This design comes from an exercise in tuning for small area, a short achievable clock period and few clock cycles per item on the open sky130 flow, not from production work. Where RTL was checked, it was by simulation tests only, not by an equivalence proof against the original. Only the layout flow was run in run 1; the RTL was not checked for function there.

==> flow/design.v (outline; a module is shown in full before it is edited, if it fits) <==
// module multiplicacion: 1986 lines
// module fa_cell: 4 lines
// module ha_cell: 4 lines
module multiplicacion #(
    parameter N = 32
    ) (
    input logic clk, rst,
    input logic valid,
    input logic [N-1:0] A, B,
    output logic [2*N-1:0] Mult,
    output logic done
    );
  // ...
==> flow/flow/run.sh <==
#!/bin/bash
set -e
cat standard.sh > standard_sh_copy.txt
export BUFFER_PORTS_ARGS="-buffer_cell sky130_fd_sc_hd__buf_4"
bash standard.sh > standard.log 2>&1
==> flow/standard.sh <==
#!/bin/bash
# synth_recipe.tcl (not shown) runs the flow's synth.tcl, then flattens the netlist and writes it again
# the make line also repeats each setting of config.mk as NAME=value (left out here)
make -C /OpenROAD-flow-scripts/flow DESIGN_CONFIG=/design/flow/config.mk WORK_HOME=/design/flow/orfs CLKGATE_MAP_FILE= SYNTH_SCRIPT=/design/flow/synth_recipe.tcl "${@:-finish}"
==> flow/config.mk <==
export PLATFORM = sky130hd
export DESIGN_NAME = multiplicacion
export DESIGN_NICKNAME = multiplicacion
export VERILOG_FILES = /design/flow/design.v
export SDC_FILE = /design/flow/constraint.sdc
export NUM_CORES = 4
export LEC_CHECK = 0
export ABC_AREA = 1
export CAP_MARGIN = 20
export CORE_MARGIN = 2
export CORE_UTILIZATION = 55
export SLEW_MARGIN = 20
export SYNTH_HIERARCHICAL = 1
==> flow/constraint.sdc <==
create_clock -name core_clock -period 5.0 [get_ports {clk}]
set_input_delay 1.0000 -clock core_clock [delete_from_list [all_inputs] [get_ports {clk}]]
set_output_delay 1.0000 -clock core_clock [all_outputs]
set_load 0.01 [all_outputs]
==> results.py, run 1 <==
metrics = {
    "worst_hold_path": {
        "hold_end": "done",
    },
    "finish": {
        "layout.cells.most_common_list": "sky130_fd_sc_hd__nand2_1 (700), sky130_fd_sc_hd__xor2_1 (543), sky130_fd_sc_hd__o22ai_1 (496), sky130_fd_sc_hd__fa_1 (480), sky130_fd_sc_hd__inv_1 (415)",
        "share_of_the_final_layout_cell_area_in_multi_input_gates_pct": 73.0,
    },
    "synth": {
        "async_reset_ff_share_pct": 0,
        "post_synth_adder_cell_area_pct": 38.5,
        "synth.area.top_cells": "sky130_fd_sc_hd__fa_1 (34%), sky130_fd_sc_hd__xor2_1 (17%), sky130_fd_sc_hd__o22ai_1 (11%)",
        "post_synthesis_compound_gate_area_fraction_pct": 12.6,
    },
    "route": {
        "drtIter0Drc": 2829,
        "routed_wire_length_on_met3_mm": 13.2,
        "drt_pass1_iterations": 6,
    },
    "setup_path": {
        "worst_path_largest_cell_delay_ps": 790,
        "critPathBufInv": 2,
        "critical_path_class": "in2reg",
        "path_common_cell": "sky130_fd_sc_hd__fa_1",
        "crit_fanout": 16,
        "endpoint": "q44_1",
    },
    "outcome": {
        "run_status": "finished clean",
    },
    "global_routing": {
        "first_global_vias": 26300,
        "grt_usage_pct": 41.3,
        "met3_usage_pct": 12.9,
    },
    "clock_tree": {
        "clock_tree.root_cell": "sky130_fd_sc_hd__clkbuf_16",
        "cts.repair_timing.setup_buffer_count": 0,
    },
    "sta": {
        "final_hold_fails": 0,
    },
}
==> inputs of run 2 (changes only) <==
--- a/flow/design.v
+++ b/flow/design.v
@@ -1108,138 +1108,199 @@
   logic c1050;
   logic s1051;
   logic c1052;
   logic q0_0;
   logic q0_1;
   logic q1_0;
   logic q2_0;
   logic q2_1;
+  logic q2_2;
   logic q3_0;
   logic q3_1;
   logic q4_0;
   logic q4_1;
+  logic q4_2;
   logic q5_0;
   logic q5_1;
+  logic q5_2;
   logic q6_0;
   logic q6_1;
+  logic q6_2;
   logic q7_0;
   logic q7_1;
+  logic q7_2;
   logic q8_0;
   logic q8_1;
+  logic q8_2;
   logic q9_0;
   logic q9_1;
+  logic q9_2;
   logic q10_0;
   logic q10_1;
+  logic q10_2;
   logic q11_0;
   logic q11_1;
+  logic q11_2;
   logic q12_0;
   logic q12_1;
+  logic q12_2;
   logic q13_0;
   logic q13_1;
+  logic q13_2;
   logic q14_0;
   logic q14_1;
+  logic q14_2;
   logic q15_0;
   logic q15_1;
+  logic q15_2;
   logic q16_0;
   logic q16_1;
+  logic q16_2;
   logic q17_0;
   logic q17_1;
+  logic q17_2;
   logic q18_0;
   logic q18_1;
+  logic q18_2;
   logic q19_0;
   logic q19_1;
+  logic q19_2;
   logic q20_0;
   logic q20_1;
+  logic q20_2;
   logic q21_0;
   logic q21_1;
+  logic q21_2;
   logic q22_0;
   logic q22_1;
+  logic q22_2;
   logic q23_0;
   logic q23_1;
+  logic q23_2;
   logic q24_0;
   logic q24_1;
+  logic q24_2;
   logic q25_0;
   logic q25_1;
+  logic q25_2;
   logic q26_0;
   logic q26_1;
+  logic q26_2;
   logic q27_0;
   logic q27_1;
+  logic q27_2;
   logic q28_0;
   logic q28_1;
+  logic q28_2;
   logic q29_0;
   logic q29_1;
+  logic q29_2;
   logic q30_0;
   logic q30_1;
+  logic q30_2;
   logic q31_0;
   logic q31_1;
+  logic q31_2;
   logic q32_0;
   logic q32_1;
+  logic q32_2;
   logic q33_0;
   logic q33_1;
+  logic q33_2;
   logic q34_0;
   logic q34_1;
+  logic q34_2;
   logic q35_0;
   logic q35_1;
+  logic q35_2;
   logic q36_0;
   logic q36_1;
+  logic q36_2;
   logic q37_0;
   logic q37_1;
+  logic q37_2;
   logic q38_0;
   logic q38_1;
+  logic q38_2;
   logic q39_0;
   logic q39_1;
+  logic q39_2;
   logic q40_0;
   logic q40_1;
+  logic q40_2;
   logic q41_0;
   logic q41_1;
+  logic q41_2;
   logic q42_0;
   logic q42_1;
+  logic q42_2;
   logic q43_0;
   logic q43_1;
+  logic q43_2;
   logic q44_0;
   logic q44_1;
+  logic q44_2;
   logic q45_0;
   logic q45_1;
+  logic q45_2;
   logic q46_0;
   logic q46_1;
+  logic q46_2;
   logic q47_0;
   logic q47_1;
+  logic q47_2;
   logic q48_0;
   logic q48_1;
+  logic q48_2;
   logic q49_0;
   logic q49_1;
+  logic q49_2;
   logic q50_0;
   logic q50_1;
+  logic q50_2;
   logic q51_0;
   logic q51_1;
+  logic q51_2;
   logic q52_0;
   logic q52_1;
+  logic q52_2;
   logic q53_0;
   logic q53_1;
+  logic q53_2;
   logic q54_0;
   logic q54_1;
+  logic q54_2;
   logic q55_0;
   logic q55_1;
+  logic q55_2;
   logic q56_0;
   logic q56_1;
+  logic q56_2;
   logic q57_0;
   logic q57_1;
+  logic q57_2;
   logic q58_0;
   logic q58_1;
+  logic q58_2;
   logic q59_0;
   logic q59_1;
+  logic q59_2;
   logic q60_0;
   logic q60_1;
+  logic q60_2;
   logic q61_0;
   logic q61_1;
+  logic q61_2;
   logic q62_0;
   logic q62_1;
+  logic q62_2;
   logic q63_0;
   logic q63_1;
+  logic q63_2;
   assign one0 = B[0] ^ 1'b0;
   assign two0 = (B[1] & ~B[0] & ~1'b0) | (~B[1] & B[0] & 1'b0);
   assign neg0 = B[1];
   wire [32:0] pp0;
   assign pp0 = (({1'b0, A} & {33{one0}}) | ({A, 1'b0} & {33{two0}})) ^ {33{neg0}};
   assign one1 = B[2] ^ B[1];
   assign two1 = (B[3] & ~B[2] & ~B[1]) | (~B[3] & B[2] & B[1]);
   assign neg1 = B[3];
@@ -1776,218 +1837,279 @@
   fa_cell u_s913 (.a(s791), .b(c788), .c(c790), .s(s913), .co(c914));
   fa_cell u_s915 (.a(c792), .b(s795), .c(c794), .s(s915), .co(c916));
   fa_cell u_s917 (.a(s799), .b(c796), .c(s801), .s(s917), .co(c918));
   fa_cell u_s919 (.a(c800), .b(s805), .c(c802), .s(s919), .co(c920));
   fa_cell u_s921 (.a(pp15[29]), .b(c806), .c(c804), .s(s921), .co(c922));
   fa_cell u_s923 (.a(s809), .b(pp14[32]), .c(pp15[30]), .s(s923), .co(c924));
   fa_cell u_s925 (.a(pp16[29]), .b(~neg14), .c(c810), .s(s925), .co(c926));
   ha_cell u_s927 (.a(1'b1), .b(pp16[30]), .s(s927), .co(c928));
-  ha_cell u_s929 (.a(neg1), .b(pp0[2]), .s(s929), .co(c930));
-  ha_cell u_s931 (.a(pp0[3]), .b(pp1[1]), .s(s931), .co(c932));
-  fa_cell u_s933 (.a(pp1[2]), .b(pp2[0]), .c(s811), .s(s933), .co(c934));
-  fa_cell u_s935 (.a(pp2[1]), .b(c812), .c(s813), .s(s935), .co(c936));
-  fa_cell u_s937 (.a(c814), .b(s599), .c(s815), .s(s937), .co(c938));
-  fa_cell u_s939 (.a(s601), .b(c816), .c(s817), .s(s939), .co(c940));
-  fa_cell u_s941 (.a(s603), .b(c818), .c(s819), .s(s941), .co(c942));
-  fa_cell u_s943 (.a(s607), .b(c820), .c(s821), .s(s943), .co(c944));
-  fa_cell u_s945 (.a(c822), .b(s613), .c(s823), .s(s945), .co(c946));
-  fa_cell u_s947 (.a(s617), .b(c824), .c(s825), .s(s947), .co(c948));
-  fa_cell u_s949 (.a(s621), .b(c826), .c(s827), .s(s949), .co(c950));
-  fa_cell u_s951 (.a(s625), .b(c828), .c(s829), .s(s951), .co(c952));
-  fa_cell u_s953 (.a(s629), .b(c830), .c(s831), .s(s953), .co(c954));
-  fa_cell u_s955 (.a(s633), .b(c832), .c(s833), .s(s955), .co(c956));
-  fa_cell u_s957 (.a(c834), .b(s637), .c(s835), .s(s957), .co(c958));
-  fa_cell u_s959 (.a(c836), .b(s641), .c(s837), .s(s959), .co(c960));
-  fa_cell u_s961 (.a(s645), .b(c838), .c(s839), .s(s961), .co(c962));
-  fa_cell u_s963 (.a(s649), .b(c840), .c(s841), .s(s963), .co(c964));
-  fa_cell u_s965 (.a(s653), .b(c842), .c(s843), .s(s965), .co(c966));
-  fa_cell u_s967 (.a(s657), .b(c844), .c(s845), .s(s967), .co(c968));
-  fa_cell u_s969 (.a(s661), .b(c846), .c(s847), .s(s969), .co(c970));
-  fa_cell u_s971 (.a(s665), .b(c848), .c(s849), .s(s971), .co(c972));
-  fa_cell u_s973 (.a(s669), .b(c850), .c(s851), .s(s973), .co(c974));
-  fa_cell u_s975 (.a(s673), .b(c852), .c(s853), .s(s975), .co(c976));
-  fa_cell u_s977 (.a(c854), .b(s677), .c(s855), .s(s977), .co(c978));
-  fa_cell u_s979 (.a(s681), .b(c856), .c(s857), .s(s979), .co(c980));
-  fa_cell u_s981 (.a(s685), .b(c858), .c(s859), .s(s981), .co(c982));
-  fa_cell u_s983 (.a(s689), .b(c860), .c(s861), .s(s983), .co(c984));
-  fa_cell u_s985 (.a(s693), .b(c862), .c(s863), .s(s985), .co(c986));
-  fa_cell u_s987 (.a(s697), .b(c864), .c(s865), .s(s987), .co(c988));
-  fa_cell u_s989 (.a(s701), .b(c866), .c(s867), .s(s989), .co(c990));
-  fa_cell u_s991 (.a(s705), .b(c868), .c(s869), .s(s991), .co(c992));
-  fa_cell u_s993 (.a(s709), .b(c870), .c(s871), .s(s993), .co(c994));
-  fa_cell u_s995 (.a(s713), .b(c872), .c(s873), .s(s995), .co(c996));
-  fa_cell u_s997 (.a(s717), .b(c874), .c(s875), .s(s997), .co(c998));
-  fa_cell u_s999 (.a(s721), .b(c876), .c(s877), .s(s999), .co(c1000));
-  fa_cell u_s1001 (.a(s725), .b(c878), .c(s879), .s(s1001), .co(c1002));
-  fa_cell u_s1003 (.a(s729), .b(c880), .c(s881), .s(s1003), .co(c1004));
-  fa_cell u_s1005 (.a(s733), .b(c882), .c(s883), .s(s1005), .co(c1006));
-  fa_cell u_s1007 (.a(s737), .b(c884), .c(s885), .s(s1007), .co(c1008));
-  fa_cell u_s1009 (.a(s741), .b(c886), .c(s887), .s(s1009), .co(c1010));
-  fa_cell u_s1011 (.a(s745), .b(c888), .c(s889), .s(s1011), .co(c1012));
-  fa_cell u_s1013 (.a(c746), .b(s891), .c(c890), .s(s1013), .co(c1014));
-  fa_cell u_s1015 (.a(s753), .b(c892), .c(s893), .s(s1015), .co(c1016));
-  fa_cell u_s1017 (.a(s757), .b(c894), .c(s895), .s(s1017), .co(c1018));
-  fa_cell u_s1019 (.a(s761), .b(c896), .c(s897), .s(s1019), .co(c1020));
-  fa_cell u_s1021 (.a(s765), .b(c898), .c(s899), .s(s1021), .co(c1022));
-  fa_cell u_s1023 (.a(s769), .b(c900), .c(s901), .s(s1023), .co(c1024));
-  fa_cell u_s1025 (.a(c770), .b(c902), .c(s903), .s(s1025), .co(c1026));
-  fa_cell u_s1027 (.a(c774), .b(c904), .c(s905), .s(s1027), .co(c1028));
-  fa_cell u_s1029 (.a(c778), .b(s907), .c(c906), .s(s1029), .co(c1030));
-  fa_cell u_s1031 (.a(s785), .b(s909), .c(c908), .s(s1031), .co(c1032));
-  fa_cell u_s1033 (.a(s789), .b(c910), .c(s911), .s(s1033), .co(c1034));
-  fa_cell u_s1035 (.a(s793), .b(c912), .c(s913), .s(s1035), .co(c1036));
-  fa_cell u_s1037 (.a(s797), .b(c914), .c(s915), .s(s1037), .co(c1038));
-  fa_cell u_s1039 (.a(c798), .b(s917), .c(c916), .s(s1039), .co(c1040));
-  fa_cell u_s1041 (.a(s803), .b(c918), .c(s919), .s(s1041), .co(c1042));
-  fa_cell u_s1043 (.a(s807), .b(c920), .c(s921), .s(s1043), .co(c1044));
-  fa_cell u_s1045 (.a(c808), .b(s923), .c(c922), .s(s1045), .co(c1046));
-  fa_cell u_s1047 (.a(pp15[31]), .b(s925), .c(c924), .s(s1047), .co(c1048));
-  fa_cell u_s1049 (.a(s927), .b(pp15[32]), .c(c926), .s(s1049), .co(c1050));
-  fa_cell u_s1051 (.a(pp16[31]), .b(~neg15), .c(c928), .s(s1051), .co(c1052));
+  ha_cell u_s929 (.a(q2_0), .b(q2_1), .s(s929), .co(c930));
+  ha_cell u_s931 (.a(q3_0), .b(q3_1), .s(s931), .co(c932));
+  fa_cell u_s933 (.a(q4_0), .b(q4_1), .c(q4_2), .s(s933), .co(c934));
+  fa_cell u_s935 (.a(q5_0), .b(q5_1), .c(q5_2), .s(s935), .co(c936));
+  fa_cell u_s937 (.a(q6_0), .b(q6_1), .c(q6_2), .s(s937), .co(c938));
+  fa_cell u_s939 (.a(q7_0), .b(q7_1), .c(q7_2), .s(s939), .co(c940));
+  fa_cell u_s941 (.a(q8_0), .b(q8_1), .c(q8_2), .s(s941), .co(c942));
+  fa_cell u_s943 (.a(q9_0), .b(q9_1), .c(q9_2), .s(s943), .co(c944));
+  fa_cell u_s945 (.a(q10_0), .b(q10_1), .c(q10_2), .s(s945), .co(c946));
+  fa_cell u_s947 (.a(q11_0), .b(q11_1), .c(q11_2), .s(s947), .co(c948));
+  fa_cell u_s949 (.a(q12_0), .b(q12_1), .c(q12_2), .s(s949), .co(c950));
+  fa_cell u_s951 (.a(q13_0), .b(q13_1), .c(q13_2), .s(s951), .co(c952));
+  fa_cell u_s953 (.a(q14_0), .b(q14_1), .c(q14_2), .s(s953), .co(c954));
+  fa_cell u_s955 (.a(q15_0), .b(q15_1), .c(q15_2), .s(s955), .co(c956));
+  fa_cell u_s957 (.a(q16_0), .b(q16_1), .c(q16_2), .s(s957), .co(c958));
+  fa_cell u_s959 (.a(q17_0), .b(q17_1), .c(q17_2), .s(s959), .co(c960));
+  fa_cell u_s961 (.a(q18_0), .b(q18_1), .c(q18_2), .s(s961), .co(c962));
+  fa_cell u_s963 (.a(q19_0), .b(q19_1), .c(q19_2), .s(s963), .co(c964));
+  fa_cell u_s965 (.a(q20_0), .b(q20_1), .c(q20_2), .s(s965), .co(c966));
+  fa_cell u_s967 (.a(q21_0), .b(q21_1), .c(q21_2), .s(s967), .co(c968));
+  fa_cell u_s969 (.a(q22_0), .b(q22_1), .c(q22_2), .s(s969), .co(c970));
+  fa_cell u_s971 (.a(q23_0), .b(q23_1), .c(q23_2), .s(s971), .co(c972));
+  fa_cell u_s973 (.a(q24_0), .b(q24_1), .c(q24_2), .s(s973), .co(c974));
+  fa_cell u_s975 (.a(q25_0), .b(q25_1), .c(q25_2), .s(s975), .co(c976));
+  fa_cell u_s977 (.a(q26_0), .b(q26_1), .c(q26_2), .s(s977), .co(c978));
+  fa_cell u_s979 (.a(q27_0), .b(q27_1), .c(q27_2), .s(s979), .co(c980));
+  fa_cell u_s981 (.a(q28_0), .b(q28_1), .c(q28_2), .s(s981), .co(c982));
+  fa_cell u_s983 (.a(q29_0), .b(q29_1), .c(q29_2), .s(s983), .co(c984));
+  fa_cell u_s985 (.a(q30_0), .b(q30_1), .c(q30_2), .s(s985), .co(c986));
+  fa_cell u_s987 (.a(q31_0), .b(q31_1), .c(q31_2), .s(s987), .co(c988));
+  fa_cell u_s989 (.a(q32_0), .b(q32_1), .c(q32_2), .s(s989), .co(c990));
+  fa_cell u_s991 (.a(q33_0), .b(q33_1), .c(q33_2), .s(s991), .co(c992));
+  fa_cell u_s993 (.a(q34_0), .b(q34_1), .c(q34_2), .s(s993), .co(c994));
+  fa_cell u_s995 (.a(q35_0), .b(q35_1), .c(q35_2), .s(s995), .co(c996));
+  fa_cell u_s997 (.a(q36_0), .b(q36_1), .c(q36_2), .s(s997), .co(c998));
+  fa_cell u_s999 (.a(q37_0), .b(q37_1), .c(q37_2), .s(s999), .co(c1000));
+  fa_cell u_s1001 (.a(q38_0), .b(q38_1), .c(q38_2), .s(s1001), .co(c1002));
+  fa_cell u_s1003 (.a(q39_0), .b(q39_1), .c(q39_2), .s(s1003), .co(c1004));
+  fa_cell u_s1005 (.a(q40_0), .b(q40_1), .c(q40_2), .s(s1005), .co(c1006));
+  fa_cell u_s1007 (.a(q41_0), .b(q41_1), .c(q41_2), .s(s1007), .co(c1008));
+  fa_cell u_s1009 (.a(q42_0), .b(q42_1), .c(q42_2), .s(s1009), .co(c1010));
+  fa_cell u_s1011 (.a(q43_0), .b(q43_1), .c(q43_2), .s(s1011), .co(c1012));
+  fa_cell u_s1013 (.a(q44_0), .b(q44_1), .c(q44_2), .s(s1013), .co(c1014));
+  fa_cell u_s1015 (.a(q45_0), .b(q45_1), .c(q45_2), .s(s1015), .co(c1016));
+  fa_cell u_s1017 (.a(q46_0), .b(q46_1), .c(q46_2), .s(s1017), .co(c1018));
+  fa_cell u_s1019 (.a(q47_0), .b(q47_1), .c(q47_2), .s(s1019), .co(c1020));
+  fa_cell u_s1021 (.a(q48_0), .b(q48_1), .c(q48_2), .s(s1021), .co(c1022));
+  fa_cell u_s1023 (.a(q49_0), .b(q49_1), .c(q49_2), .s(s1023), .co(c1024));
+  fa_cell u_s1025 (.a(q50_0), .b(q50_1), .c(q50_2), .s(s1025), .co(c1026));
+  fa_cell u_s1027 (.a(q51_0), .b(q51_1), .c(q51_2), .s(s1027), .co(c1028));
+  fa_cell u_s1029 (.a(q52_0), .b(q52_1), .c(q52_2), .s(s1029), .co(c1030));
+  fa_cell u_s1031 (.a(q53_0), .b(q53_1), .c(q53_2), .s(s1031), .co(c1032));
+  fa_cell u_s1033 (.a(q54_0), .b(q54_1), .c(q54_2), .s(s1033), .co(c1034));
+  fa_cell u_s1035 (.a(q55_0), .b(q55_1), .c(q55_2), .s(s1035), .co(c1036));
+  fa_cell u_s1037 (.a(q56_0), .b(q56_1), .c(q56_2), .s(s1037), .co(c1038));
+  fa_cell u_s1039 (.a(q57_0), .b(q57_1), .c(q57_2), .s(s1039), .co(c1040));
+  fa_cell u_s1041 (.a(q58_0), .b(q58_1), .c(q58_2), .s(s1041), .co(c1042));
+  fa_cell u_s1043 (.a(q59_0), .b(q59_1), .c(q59_2), .s(s1043), .co(c1044));
+  fa_cell u_s1045 (.a(q60_0), .b(q60_1), .c(q60_2), .s(s1045), .co(c1046));
+  fa_cell u_s1047 (.a(q61_0), .b(q61_1), .c(q61_2), .s(s1047), .co(c1048));
+  fa_cell u_s1049 (.a(q62_0), .b(q62_1), .c(q62_2), .s(s1049), .co(c1050));
+  fa_cell u_s1051 (.a(q63_0), .b(q63_1), .c(q63_2), .s(s1051), .co(c1052));
   always_ff @(posedge clk)
   begin
     if (rst)
       done <= 1'b0;
     else
       done <= valid;
   end
   always_ff @(posedge clk)
   begin
     q0_0 <= neg0;
     q0_1 <= pp0[0];
     q1_0 <= pp0[1];
-    q2_0 <= s929;
-    q2_1 <= pp1[0];
-    q3_0 <= c930;
-    q3_1 <= s931;
-    q4_0 <= c932;
-    q4_1 <= s933;
-    q5_0 <= c934;
-    q5_1 <= s935;
-    q6_0 <= c936;
-    q6_1 <= s937;
-    q7_0 <= c938;
-    q7_1 <= s939;
-    q8_0 <= c940;
-    q8_1 <= s941;
-    q9_0 <= c942;
-    q9_1 <= s943;
-    q10_0 <= c944;
-    q10_1 <= s945;
-    q11_0 <= c946;
-    q11_1 <= s947;
-    q12_0 <= c948;
-    q12_1 <= s949;
-    q13_0 <= c950;
-    q13_1 <= s951;
-    q14_0 <= c952;
-    q14_1 <= s953;
-    q15_0 <= c954;
-    q15_1 <= s955;
-    q16_0 <= c956;
-    q16_1 <= s957;
-    q17_0 <= c958;
-    q17_1 <= s959;
-    q18_0 <= c960;
-    q18_1 <= s961;
-    q19_0 <= c962;
-    q19_1 <= s963;
-    q20_0 <= c964;
-    q20_1 <= s965;
-    q21_0 <= c966;
-    q21_1 <= s967;
-    q22_0 <= c968;
-    q22_1 <= s969;
-    q23_0 <= c970;
-    q23_1 <= s971;
-    q24_0 <= c972;
-    q24_1 <= s973;
-    q25_0 <= c974;
-    q25_1 <= s975;
-    q26_0 <= c976;
-    q26_1 <= s977;
-    q27_0 <= c978;
-    q27_1 <= s979;
-    q28_0 <= c980;
-    q28_1 <= s981;
-    q29_0 <= c982;
-    q29_1 <= s983;
-    q30_0 <= c984;
-    q30_1 <= s985;
-    q31_0 <= c986;
-    q31_1 <= s987;
-    q32_0 <= c988;
-    q32_1 <= s989;
-    q33_0 <= c990;
-    q33_1 <= s991;
-    q34_0 <= c992;
-    q34_1 <= s993;
-    q35_0 <= c994;
-    q35_1 <= s995;
-    q36_0 <= c996;
-    q36_1 <= s997;
-    q37_0 <= c998;
-    q37_1 <= s999;
-    q38_0 <= c1000;
-    q38_1 <= s1001;
-    q39_0 <= c1002;
-    q39_1 <= s1003;
-    q40_0 <= c1004;
-    q40_1 <= s1005;
-    q41_0 <= c1006;
-    q41_1 <= s1007;
-    q42_0 <= c1008;
-    q42_1 <= s1009;
-    q43_0 <= c1010;
-    q43_1 <= s1011;
-    q44_0 <= c1012;
-    q44_1 <= s1013;
-    q45_0 <= c1014;
-    q45_1 <= s1015;
-    q46_0 <= c1016;
-    q46_1 <= s1017;
-    q47_0 <= c1018;
-    q47_1 <= s1019;
-    q48_0 <= c1020;
-    q48_1 <= s1021;
-    q49_0 <= c1022;
-    q49_1 <= s1023;
-    q50_0 <= c1024;
-    q50_1 <= s1025;
-    q51_0 <= c1026;
-    q51_1 <= s1027;
-    q52_0 <= c1028;
-    q52_1 <= s1029;
-    q53_0 <= c1030;
-    q53_1 <= s1031;
-    q54_0 <= c1032;
-    q54_1 <= s1033;
-    q55_0 <= c1034;
-    q55_1 <= s1035;
-    q56_0 <= c1036;
-    q56_1 <= s1037;
-    q57_0 <= c1038;
-    q57_1 <= s1039;
-    q58_0 <= c1040;
-    q58_1 <= s1041;
-    q59_0 <= c1042;
-    q59_1 <= s1043;
-    q60_0 <= c1044;
-    q60_1 <= s1045;
-    q61_0 <= c1046;
-    q61_1 <= s1047;
-    q62_0 <= c1048;
-    q62_1 <= s1049;
-    q63_0 <= c1050;
-    q63_1 <= s1051;
+    q2_0 <= neg1;
+    q2_1 <= pp0[2];
+    q2_2 <= pp1[0];
+    q3_0 <= pp0[3];
+    q3_1 <= pp1[1];
+    q4_0 <= s811;
+    q4_1 <= pp1[2];
+    q4_2 <= pp2[0];
+    q5_0 <= c812;
+    q5_1 <= s813;
+    q5_2 <= pp2[1];
+    q6_0 <= c814;
+    q6_1 <= s815;
+    q6_2 <= s599;
+    q7_0 <= c816;
+    q7_1 <= s817;
+    q7_2 <= s601;
+    q8_0 <= c818;
+    q8_1 <= s819;
+    q8_2 <= s603;
+    q9_0 <= c820;
+    q9_1 <= s821;
+    q9_2 <= s607;
+    q10_0 <= c822;
+    q10_1 <= s823;
+    q10_2 <= s613;
+    q11_0 <= c824;
+    q11_1 <= s825;
+    q11_2 <= s617;
+    q12_0 <= c826;
+    q12_1 <= s827;
+    q12_2 <= s621;
+    q13_0 <= c828;
+    q13_1 <= s829;
+    q13_2 <= s625;
+    q14_0 <= c830;
+    q14_1 <= s831;
+    q14_2 <= s629;
+    q15_0 <= c832;
+    q15_1 <= s833;
+    q15_2 <= s633;
+    q16_0 <= c834;
+    q16_1 <= s835;
+    q16_2 <= s637;
+    q17_0 <= c836;
+    q17_1 <= s837;
+    q17_2 <= s641;
+    q18_0 <= c838;
+    q18_1 <= s839;
+    q18_2 <= s645;
+    q19_0 <= c840;
+    q19_1 <= s841;
+    q19_2 <= s649;
+    q20_0 <= c842;
+    q20_1 <= s843;
+    q20_2 <= s653;
+    q21_0 <= c844;
+    q21_1 <= s845;
+    q21_2 <= s657;
+    q22_0 <= c846;
+    q22_1 <= s847;
+    q22_2 <= s661;
+    q23_0 <= c848;
+    q23_1 <= s849;
+    q23_2 <= s665;
+    q24_0 <= c850;
+    q24_1 <= s851;
+    q24_2 <= s669;
+    q25_0 <= c852;
+    q25_1 <= s853;
+    q25_2 <= s673;
+    q26_0 <= c854;
+    q26_1 <= s855;
+    q26_2 <= s677;
+    q27_0 <= c856;
+    q27_1 <= s857;
+    q27_2 <= s681;
+    q28_0 <= c858;
+    q28_1 <= s859;
+    q28_2 <= s685;
+    q29_0 <= c860;
+    q29_1 <= s861;
+    q29_2 <= s689;
+    q30_0 <= c862;
+    q30_1 <= s863;
+    q30_2 <= s693;
+    q31_0 <= c864;
+    q31_1 <= s865;
+    q31_2 <= s697;
+    q32_0 <= c866;
+    q32_1 <= s867;
+    q32_2 <= s701;
+    q33_0 <= c868;
+    q33_1 <= s869;
+    q33_2 <= s705;
+    q34_0 <= c870;
+    q34_1 <= s871;
+    q34_2 <= s709;
+    q35_0 <= c872;
+    q35_1 <= s873;
+    q35_2 <= s713;
+    q36_0 <= c874;
+    q36_1 <= s875;
+    q36_2 <= s717;
+    q37_0 <= c876;
+    q37_1 <= s877;
+    q37_2 <= s721;
+    q38_0 <= c878;
+    q38_1 <= s879;
+    q38_2 <= s725;
+    q39_0 <= c880;
+    q39_1 <= s881;
+    q39_2 <= s729;
+    q40_0 <= c882;
+    q40_1 <= s883;
+    q40_2 <= s733;
+    q41_0 <= c884;
+    q41_1 <= s885;
+    q41_2 <= s737;
+    q42_0 <= c886;
+    q42_1 <= s887;
+    q42_2 <= s741;
+    q43_0 <= c888;
+    q43_1 <= s889;
+    q43_2 <= s745;
+    q44_0 <= c890;
+    q44_1 <= s891;
+    q44_2 <= c746;
+    q45_0 <= c892;
+    q45_1 <= s893;
+    q45_2 <= s753;
+    q46_0 <= c894;
+    q46_1 <= s895;
+    q46_2 <= s757;
+    q47_0 <= c896;
+    q47_1 <= s897;
+    q47_2 <= s761;
+    q48_0 <= c898;
+    q48_1 <= s899;
+    q48_2 <= s765;
+    q49_0 <= c900;
+    q49_1 <= s901;
+    q49_2 <= s769;
+    q50_0 <= c902;
+    q50_1 <= s903;
+    q50_2 <= c770;
+    q51_0 <= c904;
+    q51_1 <= s905;
+    q51_2 <= c774;
+    q52_0 <= c906;
+    q52_1 <= s907;
+    q52_2 <= c778;
+    q53_0 <= c908;
+    q53_1 <= s909;
+    q53_2 <= s785;
+    q54_0 <= c910;
+    q54_1 <= s911;
+    q54_2 <= s789;
+    q55_0 <= c912;
+    q55_1 <= s913;
+    q55_2 <= s793;
+    q56_0 <= c914;
+    q56_1 <= s915;
+    q56_2 <= s797;
+    q57_0 <= c916;
+    q57_1 <= s917;
+    q57_2 <= c798;
+    q58_0 <= c918;
+    q58_1 <= s919;
+    q58_2 <= s803;
+    q59_0 <= c920;
+    q59_1 <= s921;
+    q59_2 <= s807;
+    q60_0 <= c922;
+    q60_1 <= s923;
+    q60_2 <= c808;
+    q61_0 <= c924;
+    q61_1 <= s925;
+    q61_2 <= pp15[31];
+    q62_0 <= c926;
+    q62_1 <= s927;
+    q62_2 <= pp15[32];
+    q63_0 <= c928;
+    q63_1 <= pp16[31];
+    q63_2 <= ~neg15;
   end
   logic [2*N-1:0] row_a, row_b;
-  assign row_a = {q63_0, q62_0, q61_0, q60_0, q59_0, q58_0, q57_0, q56_0, q55_0, q54_0, q53_0, q52_0, q51_0, q50_0, q49_0, q48_0, q47_0, q46_0, q45_0, q44_0, q43_0, q42_0, q41_0, q40_0, q39_0, q38_0, q37_0, q36_0, q35_0, q34_0, q33_0, q32_0, q31_0, q30_0, q29_0, q28_0, q27_0, q26_0, q25_0, q24_0, q23_0, q22_0, q21_0, q20_0, q19_0, q18_0, q17_0, q16_0, q15_0, q14_0, q13_0, q12_0, q11_0, q10_0, q9_0, q8_0, q7_0, q6_0, q5_0, q4_0, q3_0, q2_0, q1_0, q0_0};
-  assign row_b = {q63_1, q62_1, q61_1, q60_1, q59_1, q58_1, q57_1, q56_1, q55_1, q54_1, q53_1, q52_1, q51_1, q50_1, q49_1, q48_1, q47_1, q46_1, q45_1, q44_1, q43_1, q42_1, q41_1, q40_1, q39_1, q38_1, q37_1, q36_1, q35_1, q34_1, q33_1, q32_1, q31_1, q30_1, q29_1, q28_1, q27_1, q26_1, q25_1, q24_1, q23_1, q22_1, q21_1, q20_1, q19_1, q18_1, q17_1, q16_1, q15_1, q14_1, q13_1, q12_1, q11_1, q10_1, q9_1, q8_1, q7_1, q6_1, q5_1, q4_1, q3_1, q2_1, 1'b0, q0_1};
+  assign row_a = {c1050, c1048, c1046, c1044, c1042, c1040, c1038, c1036, c1034, c1032, c1030, c1028, c1026, c1024, c1022, c1020, c1018, c1016, c1014, c1012, c1010, c1008, c1006, c1004, c1002, c1000, c998, c996, c994, c992, c990, c988, c986, c984, c982, c980, c978, c976, c974, c972, c970, c968, c966, c964, c962, c960, c958, c956, c954, c952, c950, c948, c946, c944, c942, c940, c938, c936, c934, c932, c930, s929, q1_0, q0_0};
+  assign row_b = {s1051, s1049, s1047, s1045, s1043, s1041, s1039, s1037, s1035, s1033, s1031, s1029, s1027, s1025, s1023, s1021, s1019, s1017, s1015, s1013, s1011, s1009, s1007, s1005, s1003, s1001, s999, s997, s995, s993, s991, s989, s987, s985, s983, s981, s979, s977, s975, s973, s971, s969, s967, s965, s963, s961, s959, s957, s955, s953, s951, s949, s947, s945, s943, s941, s939, s937, s935, s933, s931, q2_2, 1'b0, q0_1};
   assign Mult = row_a + row_b;
 endmodule
 module fa_cell (input logic a, b, c, output logic s, co);
   assign s = a ^ b ^ c;
   assign co = (a & b) | (a & c) | (b & c);
 endmodule
 module ha_cell (input logic a, b, output logic s, co);
   assign s = a ^ b;
==> flow/run.sh (new file) <==
#!/bin/bash
# synth_recipe.tcl (not shown) runs the flow's synth.tcl, then flattens the netlist and writes it again
# the make line also repeats each setting of config.mk as NAME=value (left out here)
make -C /OpenROAD-flow-scripts/flow DESIGN_CONFIG=/design/flow/config.mk WORK_HOME=/design/flow/orfs CLKGATE_MAP_FILE= SYNTH_SCRIPT=/design/flow/synth_recipe.tcl finish
removed: flow/flow/run.sh
removed: flow/standard.sh
==> run 2 against run 1 <==
Effect of this change: sequential share of layout area is 3.4 points higher; area after synthesis up 4.3%; critical path depth is 1 higher; wire length is 5.0% higher; via count rose by 2.2%; first-iteration DRC count increased by 14%; die area grew 4.2%; core utilization down 0.49 points; setup slack improved by 82 ps; synthesized cell count grew 1.8%; critical endpoint is now Mult[63]; largest cell class unchanged.
==> results.py, run 2 <==
metrics = {
    "sta": {
        "finalSetupViolations": 0,
        "period_share_pct": 95.4,
        "grt_setup_unrepaired": "no",
        "final_hold_fails": 0,
        "slew_headroom_pct": 52.0,
        "slew_viol_final": 0,
        "period_minus_slack_ps": 4770,
        "setup_total_negative_slack_ps": 0,
        "max_freq_mhz": 210,
        "timing_worst_slew_pin_value_ps": 720,
        "post-route-worst-setup-slack_ps": 228,
    },
    "setup_path": {
        "crit_fanout": 4,
        "worstSetupStartpointType": "register",
        "crit_path_end_kind": "output pin",
        "data_arrival_time_of_the_critical_path_ps": 3770,
        "required_ps": 4000,
        "critical_path_class": "reg2out",
        "crit_path_start": "q22_1",
    },
    "synth": {
        "netlist.top_cell.by_area": "sky130_fd_sc_hd__fa_1",
        "post_synth_inst_count": 3543,
        "synth_area_um2": 29700,
        "ys.flop_type": "sky130_fd_sc_hd__dfxtp_1",
        "post_synth.cell_area_avg_um2": 8.40,
        "synthesis.yosys.warnings": 7,
        "synth-edff-count": 0,
        "synth.area.top_cells": "sky130_fd_sc_hd__fa_1 (32%), sky130_fd_sc_hd__xor2_1 (16%), sky130_fd_sc_hd__dfxtp_1 (13%)",
        "synth-seq-cells": 189,
        "synth_sequential_area_ratio_pct": 12.7,
        "synth_most_common_cell": "sky130_fd_sc_hd__nand2_1",
        "synthDominantCellAreaShare_pct": 32.3,
        "ys_top_cells_by_count": "sky130_fd_sc_hd__nand2_1 (700), sky130_fd_sc_hd__xor2_1 (543), sky130_fd_sc_hd__o22ai_1 (496)",
        "yosys.cell_types.count": 35,
        "async_reset_ff_share_pct": 0,
    },
    "floorplan": {
        "fp-row-count": 85,
        "die_w_um": 237,
        "initial_core_util_pct": 55.5,
        "floorplan.die_area_um2": 56000,
        "ioPinCount": 132,
        "die_y_um": 237,
        "coreArea_um2": 53600,
    },
    "worst_hold_path": {
        "hp-start": "B[5]",
        "min_delay_worst_type": "in2reg",
    },
    "global_routing": {
        "grt_pass1_wl_mm": 169,
        "grt_usage_pct": 41.1,
        "gr-total-overflow": 0,
        "first_global_vias": 26300,
        "number_of_antenna_violations_at_the_first_check_in_global_routing": 6,
        "grt_max_degree": 35,
    },
    "place": {
        "numPlacedInstances": 4301,
        "gp_routability_congestion": 1.01,
        "dp_slack_ps": -9.25,
        "place.port_buffers": 131,
        "place_hpwl_mm": 91.8,
    },
    "clock_tree": {
        "clock_tree.root_cell": "sky130_fd_sc_hd__clkbuf_16",
        "numClockSinks": 189,
        "cts_max_level": 4,
        "cts.path.max_buffers": 2,
        "cts_tree": "yes",
        "cts.repair.resized": 0,
        "post_cts_hold_buffer_count": 0,
        "cts-buffers-inserted": 17,
        "clkSlewWorstSetupHoldPaths_ps": 70,
        "cts.repair_timing.setup_buffer_count": 0,
    },
    "finish": {
        "final_cell_count_without_fillers": 4337,
        "area_growth_pct": 10.9,
        "most_common_library_cell_in_the_layout_ignoring_fill_and_taps": "sky130_fd_sc_hd__nand2_1",
        "layout-drive-gt1-share_pct": 8.50,
        "fin_nets": 4280,
        "layout.cells.most_common_list": "sky130_fd_sc_hd__nand2_1 (700), sky130_fd_sc_hd__xor2_1 (543), sky130_fd_sc_hd__o22ai_1 (496), sky130_fd_sc_hd__fa_1 (480), sky130_fd_sc_hd__inv_1 (415)",
    },
    "route": {
        "ant_nets": 0,
        "drt_drc_violations_left": 0,
        "routedWlPerCell_um": 26.4,
        "drtIter0Drc": 3214,
        "vias_per_std_cell": 6.16,
        "total_wirelength_of_the_detailed_routed_design_mm": 114,
        "drt_pass1_iterations": 8,
        "dr_total_vias": 26700,
    },
    "run": {
        "max-cap-violations": 0,
    },
    "outcome": {
        "run_status": "finished clean",
    },
}
-- run 2: cell families (layout without fill, tap and decap cells) --
family | Yosys count | in the layout | synth area share, %
AO/OA/AOI/OAI | 578 | 578 | 12.0
XOR/XNOR | 544 | 544 | 16.0
adder cells (fa/ha/maj) | 589 | 589 | 36.9
buffers and inverters | 694 | 772 | 9.36
flip-flops | 189 | 189 | 12.7
other | 1 | 21 | 0.0126
AND/OR/NAND/NOR | 948 | 948 | 13.0
-- run 2: per-module statistics from Yosys, one instance, submodules excluded --
module	area (µm²)	cells inside	copies in the design	flops+latches
fa_cell	20.0	1	480	0
multiplicacion	19600	3017	1	189
ha_cell	12.5	1	46	0
-- run 2: path summary, 6_finish.rpt --
| check | slack (ps) | cells after the start | end |
|---|---|---|---|
| worst max-delay path | 230 | 13 | Mult[63] |
| worst min-delay path | 920 | 2 | q4_0 |
-- run 2: critical path, cell delays in order (launching register included) --
cell and delay, ps:
sky130_fd_sc_hd__dfxtp_1 350, sky130_fd_sc_hd__fa_1 510, sky130_fd_sc_hd__ha_1 450, sky130_fd_sc_hd__nand2_1 140, sky130_fd_sc_hd__nor2_2 170, sky130_fd_sc_hd__inv_1 70
sky130_fd_sc_hd__nor2_1 420, sky130_fd_sc_hd__a21oi_1 160, sky130_fd_sc_hd__nand2_2 210, sky130_fd_sc_hd__nand2_2 80, sky130_fd_sc_hd__nand2_1 70, sky130_fd_sc_hd__nand2_1 50
sky130_fd_sc_hd__nand2_1 70, sky130_fd_sc_hd__clkdlybuf4s50_1 540
-- run 2: per-stage QoR --
step	hold slack [ps]	instance area, µm²	utilization (%)
after floorplan	1030	29800	-
after global placement	1400	32400	60.4
after detailed placement	1400	32400	60.4
after CTS	898	33000	61.5
after global routing	913	33000	61.5
final	922	33000	61.5
-- run 2: area by class of cell --
type / count / area (µm²)
clock inverter: 14 / 156
inverter: 433 / 1630
clock buffer: 17 / 425
fill: 4795 / 20600
antenna: 5 / 12.5
multi-input combinational: 2675 / 23200
sequential: 189 / 3780
timing repair buffer: 308 / 2880
tap: 696 / 871
-- run 2: metal layers --
metal  global-route usage, %  vias to the layer above  share of wire (%)
met5                       0                        -               0.12
li1                        -                    11500                  -
met1                    54.8                    12900                 39
met4                    19.1                        4                5.5
met3                    12.4                      332                 13
met2                    61.6                     1952                 43
Testbench counts of run 2, summed over its fixed seeds: cycles 2,408, items 2,400.
==> inputs of run 3 (changes only) <==
==> flow/flow/run.sh (new file) <==
#!/bin/bash
set -e
cat standard.sh > standard_sh_copy.txt
export BUFFER_PORTS_ARGS="-buffer_cell sky130_fd_sc_hd__buf_4"
bash standard.sh > standard.log 2>&1
==> flow/standard.sh (new file) <==
#!/bin/bash
# synth_recipe.tcl (not shown) runs the flow's synth.tcl, then flattens the netlist and writes it again
# the make line also repeats each setting of config.mk as NAME=value (left out here)
make -C /OpenROAD-flow-scripts/flow DESIGN_CONFIG=/design/flow/config.mk WORK_HOME=/design/flow/orfs CLKGATE_MAP_FILE= SYNTH_SCRIPT=/design/flow/synth_recipe.tcl "${@:-finish}"
--- a/flow/config.mk
+++ b/flow/config.mk
@@ -11,2 +11,3 @@
 export CORE_UTILIZATION = 55
+export SETUP_SLACK_MARGIN = 0.5
 export SLEW_MARGIN = 20
removed: flow/run.sh
==> run 3 against run 2 <==
Effect of this change: critical path depth unchanged; count of clock-buffer cells in the layout rose by 1; worst hold slack got worse by 250 ps; still clean; global-route usage is 0.40 points lower; maximum frequency rose by 8.9%.
==> results.py, run 3 <==
metrics = {
    "outcome": {
        "run_status": "finished clean",
    },
    "synth": {
        "synthesis.yosys.warnings": 7,
        "post_synth.cell_area_avg_um2": 8.40,
        "netlist.top_cell.by_area": "sky130_fd_sc_hd__fa_1",
        "synth_sequential_area_ratio_pct": 12.7,
        "synthDominantCellAreaShare_pct": 32.3,
        "synth_most_common_cell": "sky130_fd_sc_hd__nand2_1",
        "synth_area_um2": 29700,
        "ys.flop_type": "sky130_fd_sc_hd__dfxtp_1",
        "yosys.cell_types.count": 35,
        "synth-edff-count": 0,
        "async_reset_ff_share_pct": 0,
        "synth-seq-cells": 189,
        "ys_top_cells_by_count": "sky130_fd_sc_hd__nand2_1 (700), sky130_fd_sc_hd__xor2_1 (543), sky130_fd_sc_hd__o22ai_1 (496)",
        "synth.area.top_cells": "sky130_fd_sc_hd__fa_1 (32%), sky130_fd_sc_hd__xor2_1 (16%), sky130_fd_sc_hd__dfxtp_1 (13%)",
        "post_synth_inst_count": 3543,
    },
    "clock_tree": {
        "cts-buffers-inserted": 17,
        "cts.repair_timing.setup_buffer_count": 0,
        "clock_tree.root_cell": "sky130_fd_sc_hd__clkbuf_16",
        "numClockSinks": 189,
        "cts_max_level": 4,
        "cts.path.max_buffers": 2,
        "clkSlewWorstSetupHoldPaths_ps": 70,
        "cts_tree": "yes",
    },
    "run": {
        "max-cap-violations": 0,
    },
    "floorplan": {
        "die_w_um": 237,
        "ioPinCount": 132,
        "initial_core_util_pct": 55.5,
        "fp-row-count": 85,
        "die_y_um": 237,
        "coreArea_um2": 53600,
        "floorplan.die_area_um2": 56000,
    },
    "sta": {
        "period_share_pct": 87.6,
        "max_freq_mhz": 228,
        "final_hold_fails": 0,
        "slew_viol_final": 0,
        "period_minus_slack_ps": 4380,
        "grt_setup_unrepaired": "no",
        "setup_total_negative_slack_ps": 0,
        "slew_headroom_pct": 37.2,
        "timing_worst_slew_pin_value_ps": 941,
        "finalSetupViolations": 0,
    },
    "setup_path": {
        "crit_path_start": "q23_1",
        "data_arrival_time_of_the_critical_path_ps": 3380,
        "worstSetupStartpointType": "register",
        "crit_fanout": 4,
        "critical_path_class": "reg2out",
        "crit_path_end_kind": "output pin",
        "required_ps": 4000,
    },
    "route": {
        "drt_drc_violations_left": 0,
        "ant_nets": 0,
        "routedWlPerCell_um": 26.4,
        "drtIter0Drc": 3292,
        "vias_per_std_cell": 6.12,
        "total_wirelength_of_the_detailed_routed_design_mm": 113,
        "dr_total_vias": 26300,
        "drt_pass1_iterations": 6,
    },
    "finish": {
        "fin_nets": 4241,
        "post-route-util_pct": 60.2,
        "final_cell_count_without_fillers": 4295,
        "layout.cells.most_common_list": "sky130_fd_sc_hd__nand2_1 (700), sky130_fd_sc_hd__xor2_1 (543), sky130_fd_sc_hd__o22ai_1 (496), sky130_fd_sc_hd__fa_1 (480), sky130_fd_sc_hd__inv_1 (415)",
        "area_growth_pct": 8.46,
        "most_common_library_cell_in_the_layout_ignoring_fill_and_taps": "sky130_fd_sc_hd__nand2_1",
        "layout-drive-gt1-share_pct": 10.8,
    },
    "worst_hold_path": {
        "min_delay_worst_type": "in2reg",
        "hp-start": "rst",
    },
    "global_routing": {
        "first_global_vias": 26000,
        "number_of_antenna_violations_at_the_first_check_in_global_routing": 3,
        "grt_usage_pct": 40.7,
        "gr-total-overflow": 0,
        "grt_pass1_wl_mm": 167,
        "grt_max_degree": 49,
    },
    "place": {
        "place.port_buffers": 131,
        "numPlacedInstances": 4262,
        "gp_routability_congestion": 1.00,
        "place_hpwl_mm": 89.8,
    },
}
## run 3: per-stage QoR
step	hold WS, ps	setup slack [ps]	cell area [µm²]
after global placement	1170	379	31600
after detailed placement	1170	342	31600
after global routing	685	526	32300
final	671	619	32300
after CTS	653	641	32300
after floorplan	1030	700	29800
## run 3: repair_timing
item	CTS	global route
hold buffers	0	0
endpoints found under the setup margin	0	1
resized for setup	0	1
## run 3: worst paths after layout
path	end	slack [ps]	depth (start not counted)
setup / recovery	Mult[47]	620	13
hold / removal	done	670	2
## run 3: modules after synthesis, one instance, submodules excluded
module,area [µm²],flops+latches
fa_cell,20.0,0
ha_cell,12.5,0
multiplicacion,19600,189
## run 3: cells by family after synthesis
family	count (synthesis)	synth area share [%]
flip-flops	189	12.7
other	1	0.0126
AND/OR/NAND/NOR	948	13.0
adder cells (fa/ha/maj)	589	36.9
AO/OA/AOI/OAI	578	12.0
XOR/XNOR	544	16.0
buffers and inverters	694	9.36
## run 3: critical path, cell delays in order, from the launching register on
cell and delay [ps]:
sky130_fd_sc_hd__dfxtp_1 440, sky130_fd_sc_hd__fa_1 450, sky130_fd_sc_hd__ha_1 420, sky130_fd_sc_hd__nand2_1 150, sky130_fd_sc_hd__nor2_2 170, sky130_fd_sc_hd__inv_1 70
sky130_fd_sc_hd__nor2_1 440, sky130_fd_sc_hd__a21oi_1 160, sky130_fd_sc_hd__nand2_2 210, sky130_fd_sc_hd__nand2_1 110, sky130_fd_sc_hd__nand2_1 70, sky130_fd_sc_hd__nand2_1 50
sky130_fd_sc_hd__nand2_1 50, sky130_fd_sc_hd__buf_4 110
## run 3: cell type report
cell class	instances	area [µm²]
clock buffers	18	439
flip-flops and latches	189	3780
well taps	696	871
repair buffers	269	2120
clock inverters	14	179
diodes	1	2.50
fillers	4861	21300
inverters	433	1630
multi-input cells	2675	23200
## run 3: routing by layer
| metal | wire length (µm) | part of all wire [%] | track usage [%] | up-vias |
|---|---|---|---|---|
| met5 | 27 | 0.024 | 0 | - |
| met1 | 44900 | 40 | 54.7 | 12800 |
| met4 | 6090 | 5.4 | 18.5 | 4 |
| met2 | 48400 | 43 | 60.8 | 1819 |
| met3 | 13800 | 12 | 12.1 | 311 |
| li1 | - | - | - | 11400 |
==> inputs of run 4 (changes only) <==
--- a/flow/config.mk
+++ b/flow/config.mk
@@ -11,3 +11,2 @@
 export CORE_UTILIZATION = 55
-export SETUP_SLACK_MARGIN = 0.5
 export SLEW_MARGIN = 20
==> run 4 against run 3 <==
Effect of this change: wire length barely moved; sequential cell count did not move; maximum frequency fell by 0.74%; critical path depth did not move; core utilization barely moved; area after synthesis did not move.
==> results.py, run 4 <==
metrics = {
    "outcome": {
        "run_status": "finished clean",
    },
    "sta": {
        "setup_total_negative_slack_ps": 0,
        "period_minus_slack_ps": 4410,
        "finalSetupViolations": 0,
        "grt_setup_unrepaired": "no",
        "slew_viol_final": 0,
        "period_share_pct": 88.3,
        "final_hold_fails": 0,
        "timing_worst_slew_pin_value_ps": 952,
        "slew_headroom_pct": 36.4,
        "max_freq_mhz": 227,
    },
    "clock_tree": {
        "cts.repair_timing.setup_buffer_count": 0,
        "cts_max_level": 4,
        "clock_tree.root_cell": "sky130_fd_sc_hd__clkbuf_16",
        "cts-buffers-inserted": 17,
        "cts.path.max_buffers": 2,
        "numClockSinks": 189,
        "cts_tree": "yes",
        "post_cts_hold_buffer_count": 0,
        "clkSlewWorstSetupHoldPaths_ps": 70,
        "cts.repair.resized": 0,
    },
    "synth": {
        "synth-edff-count": 0,
        "async_reset_ff_share_pct": 0,
        "synth_most_common_cell": "sky130_fd_sc_hd__nand2_1",
        "netlist.top_cell.by_area": "sky130_fd_sc_hd__fa_1",
        "yosys.cell_types.count": 35,
        "post_synth_inst_count": 3543,
        "synth_area_um2": 29700,
        "synthDominantCellAreaShare_pct": 32.3,
        "post_synth.cell_area_avg_um2": 8.40,
        "synth-seq-cells": 189,
        "ys_top_cells_by_count": "sky130_fd_sc_hd__nand2_1 (700), sky130_fd_sc_hd__xor2_1 (543), sky130_fd_sc_hd__o22ai_1 (496)",
        "synth_sequential_area_ratio_pct": 12.7,
        "ys.flop_type": "sky130_fd_sc_hd__dfxtp_1",
        "synthesis.yosys.warnings": 7,
        "synth.area.top_cells": "sky130_fd_sc_hd__fa_1 (32%), sky130_fd_sc_hd__xor2_1 (16%), sky130_fd_sc_hd__dfxtp_1 (13%)",
    },
    "place": {
        "place.port_buffers": 131,
        "place_hpwl_mm": 89.8,
        "gp_routability_congestion": 1.00,
    },
    "floorplan": {
        "ioPinCount": 132,
        "coreArea_um2": 53600,
        "fp-row-count": 85,
        "floorplan.die_area_um2": 56000,
        "die_w_um": 237,
        "die_y_um": 237,
        "initial_core_util_pct": 55.5,
    },
    "worst_hold_path": {
        "timing.hold.worst_path_depth": 2,
        "hold_end": "done",
        "min_delay_worst_type": "in2reg",
        "hp-start": "rst",
    },
    "finish": {
        "most_common_library_cell_in_the_layout_ignoring_fill_and_taps": "sky130_fd_sc_hd__nand2_1",
        "post-route-util_pct": 60.2,
        "layout-drive-gt1-share_pct": 10.7,
        "fin_nets": 4241,
        "area_growth_pct": 8.44,
        "layout.cells.most_common_list": "sky130_fd_sc_hd__nand2_1 (700), sky130_fd_sc_hd__xor2_1 (543), sky130_fd_sc_hd__o22ai_1 (496), sky130_fd_sc_hd__fa_1 (480), sky130_fd_sc_hd__inv_1 (415)",
    },
    "global_routing": {
        "grt_usage_pct": 40.7,
        "grt_pass1_wl_mm": 167,
        "grt_max_degree": 49,
        "gr-total-overflow": 0,
        "first_global_vias": 26000,
        "number_of_antenna_violations_at_the_first_check_in_global_routing": 3,
    },
    "route": {
        "ant_nets": 0,
        "routedWlPerCell_um": 26.3,
        "drt_drc_violations_left": 0,
        "total_wirelength_of_the_detailed_routed_design_mm": 113,
        "drtIter0Drc": 3295,
        "drt_pass1_iterations": 8,
        "vias_per_std_cell": 6.09,
        "dr_total_vias": 26200,
    },
    "setup_path": {
        "worstSetupStartpointType": "register",
        "critical_path.cell_chain": "fa_1 > ha_1 > nand2_1 > nor2_2 > inv_1 > nor2_1 > a21oi_1 > nand2_2 > nand2_1 > nand2_1 > nand2_1 > nand2_1 > buf_4",
        "crit_fanout": 4,
        "data_arrival_time_of_the_critical_path_ps": 3410,
        "slowest_stage": "sky130_fd_sc_hd__dfxtp_1",
        "critical_path_class": "reg2out",
        "path_common_cell": "sky130_fd_sc_hd__nand2_1",
        "crit_path_end_kind": "output pin",
        "worst_path_largest_cell_delay_ps": 460,
        "required_ps": 4000,
    },
    "run": {
        "max-cap-violations": 0,
    },
}
==> run 4: cell types whose count changed in the layout (fill, tap and decap cells not counted) <==
cell and delta:
sky130_fd_sc_hd__nor3_1 +1, sky130_fd_sc_hd__nor3_2 -1
==> run 4: worst max-delay path, delay by kind of cell, from the launching register on <==
kind                     cells  cell delay (ps)
adder cells (fa/ha/maj)      2              870
flip-flops                   1              460
buffers and inverters        2              180
AND/OR/NAND/NOR              8             1270
AO/OA/AOI/OAI                1              160
==> run 4: through the flow <==
step / cell area, µm² / cells / setup WS [ps] / hold WS, ps
finish: 32300 / 4295 / 587 / 672
global route: 32300 / 4295 / 416 / 685
CTS: 32300 / 4294 / 641 / 653
detailed placement: 31600 / 4262 / 342 / 1170
global placement: 31600 / 4262 / 379 / 1170
floorplan: 29800 / 3558 / 700 / 1030
==> run 4: worst max path at each step <==
stage / startpoint / endpoint / slack [ps]
after floorplan: B[1] / q33_1 / 700
after global placement: B[17] / q39_1 / 380
after detailed placement: A[31] / q33_1 / 340
after CTS: q23_1 / Mult[47] / 640
after global routing: q49_0 / Mult[56] / 420
final: q23_1 / Mult[47] / 590
==> run 4: per-module statistics from Yosys (local to each module, per instance) <==
module	cell area [µm²]	times used
multiplicacion	19600	1
ha_cell	12.5	46
fa_cell	20.0	480
==> run 4: logic make-up (layout without fill, tap and decap cells) <==
family / after synthesis / count (layout) / synth area share, %
fa+ha+maj: 589 / 589 / 36.9
simple gates: 948 / 948 / 13.0
xor+xnor: 544 / 544 / 16.0
buf+inv: 694 / 734 / 9.36
other cells: 1 / 17 / 0.0126
flops: 189 / 189 / 12.7
compound gates: 578 / 578 / 12.0
==> run 4: layout make-up <==
type | instances | area (µm²)
Timing Repair Buffer | 269 | 2120
Inverter | 433 | 1630
Multi-Input combinational cell | 2675 | 23200
Tap cell | 696 | 871
Sequential cell | 189 | 3780
Clock buffer | 18 | 439
Fill cell | 4862 | 21300
Clock inverter | 14 | 179
Antenna cell | 1 | 2.50
==> run 4: per-layer routing <==
metal	share of wire, %	routed length [µm]	GRT usage [%]
met5	0.022	25	0
met4	5.2	5840	18.5
met3	12	13800	12.1
met2	43	48700	60.8
met1	40	44800	54.7

[port drivers added, routing unchanged]
How much do the figures lean on ideal ports? The routed layouts below were timed once more, with nothing changed but the port constraints. Step 1: set_driving_cell puts a clkbuf_16 on clk and a buf_2 on each other input, an assumption about the parent block. Step 2 moves the port delays by t, midway between the first and last clock arrival at a register: inputs arrive t later, outputs are due t later. That takes back most of the time a late clock gives input paths. a / b / c = ideal ports / drivers / drivers and shift; a / b = the first two.
| run | shift t [ns] | setup slack, ns | worst data-port slew with drivers (ns) | pins driven straight from the clock port |
|---|---|---|---|---|
| run 1 | 0.522 | 0.145 / 0.182 / -0.341 | 0.13 | 1 |
| run 2 | 0.538 | 0.228 / 0.169 / -0.094 | 0.18 | 1 |
| run 3 | 0.540 | 0.619 / 0.559 / 0.209 | 0.18 | 1 |
| run 4 | 0.542 | 0.587 / 0.526 / 0.205 | 0.19 | 1 |
With both steps, setup timing fails in run 1 and run 2, where it was met with ideal ports. The setup slack of run 1, which loses most, moves by +0.037 ns with the drivers and by -0.486 ns with both steps.
